This is an optimization exercise on Yosys and OpenROAD, whose aim is small area and few clock cycles, not a production implementation.
The RTL was checked by simulation tests, not by an equivalence proof against the original design.

==> run C <==
## mipse
module mipse(
input clk, rst_n,
input [32-1:0] instr,
input [32-1:0] readdata,
output [32-1:0] pc,
output [32-1:0] aluresult,
output [32-1:0] writedata,
output memwrite);
==> module rfile, before the edit <==
module rfile (
 input clk,
 input [5-1:0] a1, a2, a3,
 output [32-1:0] rd1, rd2,
 input [32-1:0] wd3,
 input we3);
  wire [31:0] s1 = 32'b1 << a1;
  wire [31:0] s2 = 32'b1 << a2;
  wire [31:0] s3 = 32'b1 << a3;
  wire [32*32-1:0] q;
  assign q[31:0] = 32'b0;
  genvar i, b;
  generate
    for (i = 1; i < 32; i = i + 1) begin : r
      reg [32-1:0] v;
      always @(posedge clk)
        if (we3 & s3[i]) v <= wd3;
      assign q[i*32 +: 32] = v;
    end
    for (b = 0; b < 32; b = b + 1) begin : rb
      wire [31:0] col;
      for (i = 0; i < 32; i = i + 1) begin : c
        assign col[i] = q[i*32 + b];
      end
      rsel p1(.d(col), .s(s1), .y(rd1[b]));
      rsel p2(.d(col), .s(s2), .y(rd2[b]));
    end
  endgenerate
endmodule
export LEC_CHECK = 0
export CAP_MARGIN = 10
export CORE_MARGIN = 2
export CORE_UTILIZATION = 40
export GPL_TIMING_DRIVEN = 0
export SETUP_SLACK_MARGIN = 0.3
export SLEW_MARGIN = 10
export SYNTH_HIERARCHICAL = 1
create_clock -name core_clock -period 10.0 [get_ports {clk}]
standard.sh (not shown) runs the stock make flow with config.mk's settings and CLKGATE_MAP_FILE= SYNTH_SCRIPT=/design/flow/synth_recipe.tcl, a recipe that flattens the netlist after the stock synthesis.
==> flow/flow/run.sh <==
#!/bin/bash
# Own layout flow.
#  - Synthesis: the standard synthesis script (ORFS synth.tcl, -nofsm -noshare,
#    hierarchical, then flattened and renamed) with only ABC's final mapping
#    changed: the modules that are off the critical paths are mapped with an
#    area-oriented ABC script (flow/area.abc); registers are untouched.
#  - Layout: the standard ORFS steps, with ports buffered by buf_2 instead of the
#    default pick (a slow delay cell) and clock tree synthesis without dummy loads, with clkbuf_16 and larger sink clusters.
# Each step's full output goes to a log file here; ORFS's own logs are in orfs/logs.
set -uo pipefail
here=$(pwd)
bash standard.sh "SYNTH_SCRIPT=$here/flow/synth.tcl" "MY_ABC_SCRIPT=$here/flow/area.abc" \
  "AREA_MODULES=sll16 pcadd rsel ao3n nand2c nand3c nand4c or3c wbmux pcmux" synth \
  > log_synth.txt 2>&1 || { tail -50 log_synth.txt; exit 1; }
bash standard.sh \
  "BUFFER_PORTS_ARGS=-buffer_cell sky130_fd_sc_hd__buf_2" \
  "CTS_ARGS=-sink_clustering_enable -repair_clock_nets -dont_use_dummy_load -buf_list sky130_fd_sc_hd__clkbuf_16 -sink_clustering_size 20 -sink_clustering_max_diameter 80" \
  finish > log_layout.txt 2>&1 || { tail -50 log_layout.txt; exit 1; }
tail -5 log_layout.txt
==> flow/flow/area.abc <==
strash; ifraig; dc2; strash; &get -n; &st; &dch; &nf -a -R 1000; &put; topo; stime -c
==> flow/flow/synth.tcl <==
proc synth {args} { yosys synth -nofsm -noshare {*}$args }
# ORFS's synth.tcl, with the final ABC mapping split in two: the modules named in
# AREA_MODULES are mapped with an area-oriented script (MY_ABC_SCRIPT), the rest
# with ORFS's own script and arguments (it leaves the area-mapped modules alone).
set f [open $::env(SCRIPTS_DIR)/synth.tcl]
set s [read $f]
close $f
set old {log_cmd abc {*}$abc_args}
set new {
  log_cmd abc {*}[lreplace $abc_args 1 1 $::env(MY_ABC_SCRIPT)] {*}$::env(AREA_MODULES)
  log_cmd abc {*}$abc_args
}
if { [string first $old $s] < 0 } { error "synth.tcl: abc call not found" }
set s [string map [list $old $new] $s]
uplevel #0 $s
# left out here: clear keep_hierarchy, flatten, clean up, hide names made inside functions, write 1_2_yosys.v
==> inputs of run B, as changes to run C <==
--- a/flow/design.v
+++ b/flow/design.v
@@ -136,17 +136,27 @@
  output [32-1:0] rd1, rd2,
  input [32-1:0] wd3,
  input we3);
-  wire [31:0] s1 = 32'b1 << a1;
-  wire [31:0] s2 = 32'b1 << a2;
-  wire [31:0] s3 = 32'b1 << a3;
+  wire [3:0] l1, l2, l3;
+  wire [7:0] h1, h2, h3;
+  predec pd1(.a(a1), .en(1'b1), .lo_n(l1), .hi_n(h1));
+  predec pd2(.a(a2), .en(1'b1), .lo_n(l2), .hi_n(h2));
+  predec pd3(.a(a3), .en(we3), .lo_n(l3), .hi_n(h3));
   wire [32*32-1:0] q;
   assign q[31:0] = 32'b0;
-  genvar i, b;
+  wire [4*32-1:0] s1, s2, s3;
+  genvar i, b, k;
   generate
+    for (k = 0; k < 4; k = k + 1) begin : grp
+      selgrp g1(.lo_n(l1), .hi_n(h1), .s(s1[32*k +: 32]));
+      selgrp g2(.lo_n(l2), .hi_n(h2), .s(s2[32*k +: 32]));
+      selgrp g3(.lo_n(l3), .hi_n(h3), .s(s3[32*k +: 32]));
+    end
     for (i = 1; i < 32; i = i + 1) begin : r
       reg [32-1:0] v;
-      always @(posedge clk)
-        if (we3 & s3[i]) v <= wd3;
+      for (k = 0; k < 4; k = k + 1) begin : w
+        always @(posedge clk)
+          if (s3[32*k + i]) v[8*k +: 8] <= wd3[8*k +: 8];
+      end
       assign q[i*32 +: 32] = v;
     end
     for (b = 0; b < 32; b = b + 1) begin : rb
@@ -154,11 +164,27 @@
       for (i = 0; i < 32; i = i + 1) begin : c
         assign col[i] = q[i*32 + b];
       end
-      rsel p1(.d(col), .s(s1), .y(rd1[b]));
-      rsel p2(.d(col), .s(s2), .y(rd2[b]));
+      rsel p1(.d(col), .s(s1[32*(b/8) +: 32]), .y(rd1[b]));
+      rsel p2(.d(col), .s(s2[32*(b/8) +: 32]), .y(rd2[b]));
+    end
+  endgenerate
+endmodule
+module predec (input [4:0] a, input en, output [3:0] lo_n, output [7:0] hi_n);
+  assign lo_n = ~(4'b1 << a[1:0]);
+  assign hi_n = ~({7'b0, en} << a[4:2]);
+endmodule
+module selgrp (input [3:0] lo_n, input [7:0] hi_n, output [31:0] s);
+  assign s[0] = 1'b0;
+  genvar i;
+  generate
+    for (i = 1; i < 32; i = i + 1) begin : g
+      nor2c n(.a(lo_n[i % 4]), .b(hi_n[i / 4]), .y(s[i]));
     end
   endgenerate
 endmodule
+module nor2c (input a, b, output y);
+  assign y = ~(a | b);
+endmodule
 module rsel (
   input [31:0] d,
   input [31:0] s,
--- a/flow/flow/run.sh
+++ b/flow/flow/run.sh
@@ -10,10 +10,10 @@
 set -uo pipefail
 here=$(pwd)
 bash standard.sh "SYNTH_SCRIPT=$here/flow/synth.tcl" "MY_ABC_SCRIPT=$here/flow/area.abc" \
-  "AREA_MODULES=sll16 pcadd rsel ao3n nand2c nand3c nand4c or3c wbmux pcmux" synth \
+  "AREA_MODULES=sll16 pcadd rsel ao3n nand2c nand3c nand4c or3c nor2c selgrp wbmux pcmux" synth \
   > log_synth.txt 2>&1 || { tail -50 log_synth.txt; exit 1; }
 bash standard.sh \
   "BUFFER_PORTS_ARGS=-buffer_cell sky130_fd_sc_hd__buf_2" \
-  "CTS_ARGS=-sink_clustering_enable -repair_clock_nets -dont_use_dummy_load -buf_list sky130_fd_sc_hd__clkbuf_16 -sink_clustering_size 20 -sink_clustering_max_diameter 80" \
+  "CTS_ARGS=-sink_clustering_enable -repair_clock_nets -dont_use_dummy_load -buf_list sky130_fd_sc_hd__clkbuf_16 -sink_clustering_size 26 -sink_clustering_max_diameter 100" \
   finish > log_layout.txt 2>&1 || { tail -50 log_layout.txt; exit 1; }
 tail -5 log_layout.txt
- CAP_MARGIN: 10 -> 20
- CORE_UTILIZATION: 40 -> 55
- SETUP_SLACK_MARGIN: 0.3 -> 0.35
- SLEW_MARGIN: 10 -> 20
==> inputs of run F, as changes to run C <==
--- a/flow/design.v
+++ b/flow/design.v
@@ -136,17 +136,27 @@
  output [32-1:0] rd1, rd2,
  input [32-1:0] wd3,
  input we3);
-  wire [31:0] s1 = 32'b1 << a1;
-  wire [31:0] s2 = 32'b1 << a2;
-  wire [31:0] s3 = 32'b1 << a3;
+  wire [3:0] l1, l2, l3;
+  wire [7:0] h1, h2, h3;
+  predec pd1(.a(a1), .en(1'b1), .lo_n(l1), .hi_n(h1));
+  predec pd2(.a(a2), .en(1'b1), .lo_n(l2), .hi_n(h2));
+  predec pd3(.a(a3), .en(we3), .lo_n(l3), .hi_n(h3));
   wire [32*32-1:0] q;
   assign q[31:0] = 32'b0;
-  genvar i, b;
+  wire [4*32-1:0] s1, s2, s3;
+  genvar i, b, k;
   generate
+    for (k = 0; k < 4; k = k + 1) begin : grp
+      selgrp g1(.lo_n(l1), .hi_n(h1), .s(s1[32*k +: 32]));
+      selgrp g2(.lo_n(l2), .hi_n(h2), .s(s2[32*k +: 32]));
+      selgrp g3(.lo_n(l3), .hi_n(h3), .s(s3[32*k +: 32]));
+    end
     for (i = 1; i < 32; i = i + 1) begin : r
       reg [32-1:0] v;
-      always @(posedge clk)
-        if (we3 & s3[i]) v <= wd3;
+      for (k = 0; k < 4; k = k + 1) begin : w
+        always @(posedge clk)
+          if (s3[32*k + i]) v[8*k +: 8] <= wd3[8*k +: 8];
+      end
       assign q[i*32 +: 32] = v;
     end
     for (b = 0; b < 32; b = b + 1) begin : rb
@@ -154,11 +164,27 @@
       for (i = 0; i < 32; i = i + 1) begin : c
         assign col[i] = q[i*32 + b];
       end
-      rsel p1(.d(col), .s(s1), .y(rd1[b]));
-      rsel p2(.d(col), .s(s2), .y(rd2[b]));
+      rsel p1(.d(col), .s(s1[32*(b/8) +: 32]), .y(rd1[b]));
+      rsel p2(.d(col), .s(s2[32*(b/8) +: 32]), .y(rd2[b]));
+    end
+  endgenerate
+endmodule
+module predec (input [4:0] a, input en, output [3:0] lo_n, output [7:0] hi_n);
+  assign lo_n = ~(4'b1 << a[1:0]);
+  assign hi_n = ~({7'b0, en} << a[4:2]);
+endmodule
+module selgrp (input [3:0] lo_n, input [7:0] hi_n, output [31:0] s);
+  assign s[0] = 1'b0;
+  genvar i;
+  generate
+    for (i = 1; i < 32; i = i + 1) begin : g
+      nor2c n(.a(lo_n[i % 4]), .b(hi_n[i / 4]), .y(s[i]));
     end
   endgenerate
 endmodule
+module nor2c (input a, b, output y);
+  assign y = ~(a | b);
+endmodule
 module rsel (
   input [31:0] d,
   input [31:0] s,
--- a/flow/flow/run.sh
+++ b/flow/flow/run.sh
@@ -10,10 +10,10 @@
 set -uo pipefail
 here=$(pwd)
 bash standard.sh "SYNTH_SCRIPT=$here/flow/synth.tcl" "MY_ABC_SCRIPT=$here/flow/area.abc" \
-  "AREA_MODULES=sll16 pcadd rsel ao3n nand2c nand3c nand4c or3c wbmux pcmux" synth \
+  "AREA_MODULES=sll16 pcadd rsel ao3n nand2c nand3c nand4c or3c nor2c selgrp wbmux pcmux" synth \
   > log_synth.txt 2>&1 || { tail -50 log_synth.txt; exit 1; }
 bash standard.sh \
   "BUFFER_PORTS_ARGS=-buffer_cell sky130_fd_sc_hd__buf_2" \
-  "CTS_ARGS=-sink_clustering_enable -repair_clock_nets -dont_use_dummy_load -buf_list sky130_fd_sc_hd__clkbuf_16 -sink_clustering_size 20 -sink_clustering_max_diameter 80" \
+  "CTS_ARGS=-sink_clustering_enable -repair_clock_nets -dont_use_dummy_load -buf_list sky130_fd_sc_hd__clkbuf_16 -sink_clustering_size 26 -sink_clustering_max_diameter 100" \
   finish > log_layout.txt 2>&1 || { tail -50 log_layout.txt; exit 1; }
 tail -5 log_layout.txt
- CAP_MARGIN: 10 -> 20
- CORE_UTILIZATION: 40 -> 45
- SETUP_SLACK_MARGIN: 0.3 -> 0.35
- SLEW_MARGIN: 10 -> 20
==> impl_metrics.json <==
{
  "power.net_switching_mw": 2.83,
  "timing.final.max_slew_violations": 9,
  "layout.failed_checks": "antenna violations, max-capacitance violations, max-slew violations",
  "max-cap-violations": 1,
  "antenna_left": 1,
  "run_status": "finished with violations"
}
That was run C.
==> impl_metrics.json <==
{
  "run_status": "no timing/DRC/antenna violations",
  "timing.final.max_slew_violations": 0,
  "power.net_switching_mw": 2.60,
  "max-cap-violations": 0
}
That was run F.
==> impl_metrics.json <==
{
  "run_status": "no timing/DRC/antenna violations",
  "antenna_left": 0,
  "max-cap-violations": 0,
  "timing.final.max_slew_violations": 0,
  "power.net_switching_mw": 2.59
}
That was run B.
Testbench counts of run B, summed over its fixed seeds: cycles 115,339.
Testbench counts of run F, summed over its fixed seeds: cycles 115,339.

## what the ideal ports hide
In the flow no input, the clock included, has a driving cell. The finished layouts below were timed again as built, in two steps. Step 1 sets driving cells, clkbuf_16 on the clock port and buf_2 on the other inputs (assumed; they add their load-dependent delay and slew). Step 2 also shifts input and output timing later by t, the mid clock arrival at the registers, as if the neighbouring blocks saw the same clock. Slacks: ideal ports / drivers / drivers and shift; pairs: ideal ports / drivers.
run	shift t [ns]	setup WS [ns]	latest minus earliest clock arrival (ns)	slew at the worst register clock pin (ns)	worst slew at a driven data input, ns
run C	0.760	0.302 / 0.254 / 0.254	0.138 / 0.139	0.09 / 0.09	0.11
run B	0.708	0.333 / 0.265 / 0.265	0.037 / 0.037	0.11 / 0.11	0.13
run F	0.733	0.268 / 0.245 / 0.245	0.055 / 0.056	0.11 / 0.11	0.16
For run B, which loses most, drivers alone change the setup slack by -0.068 ns; drivers and shift together by -0.068 ns.
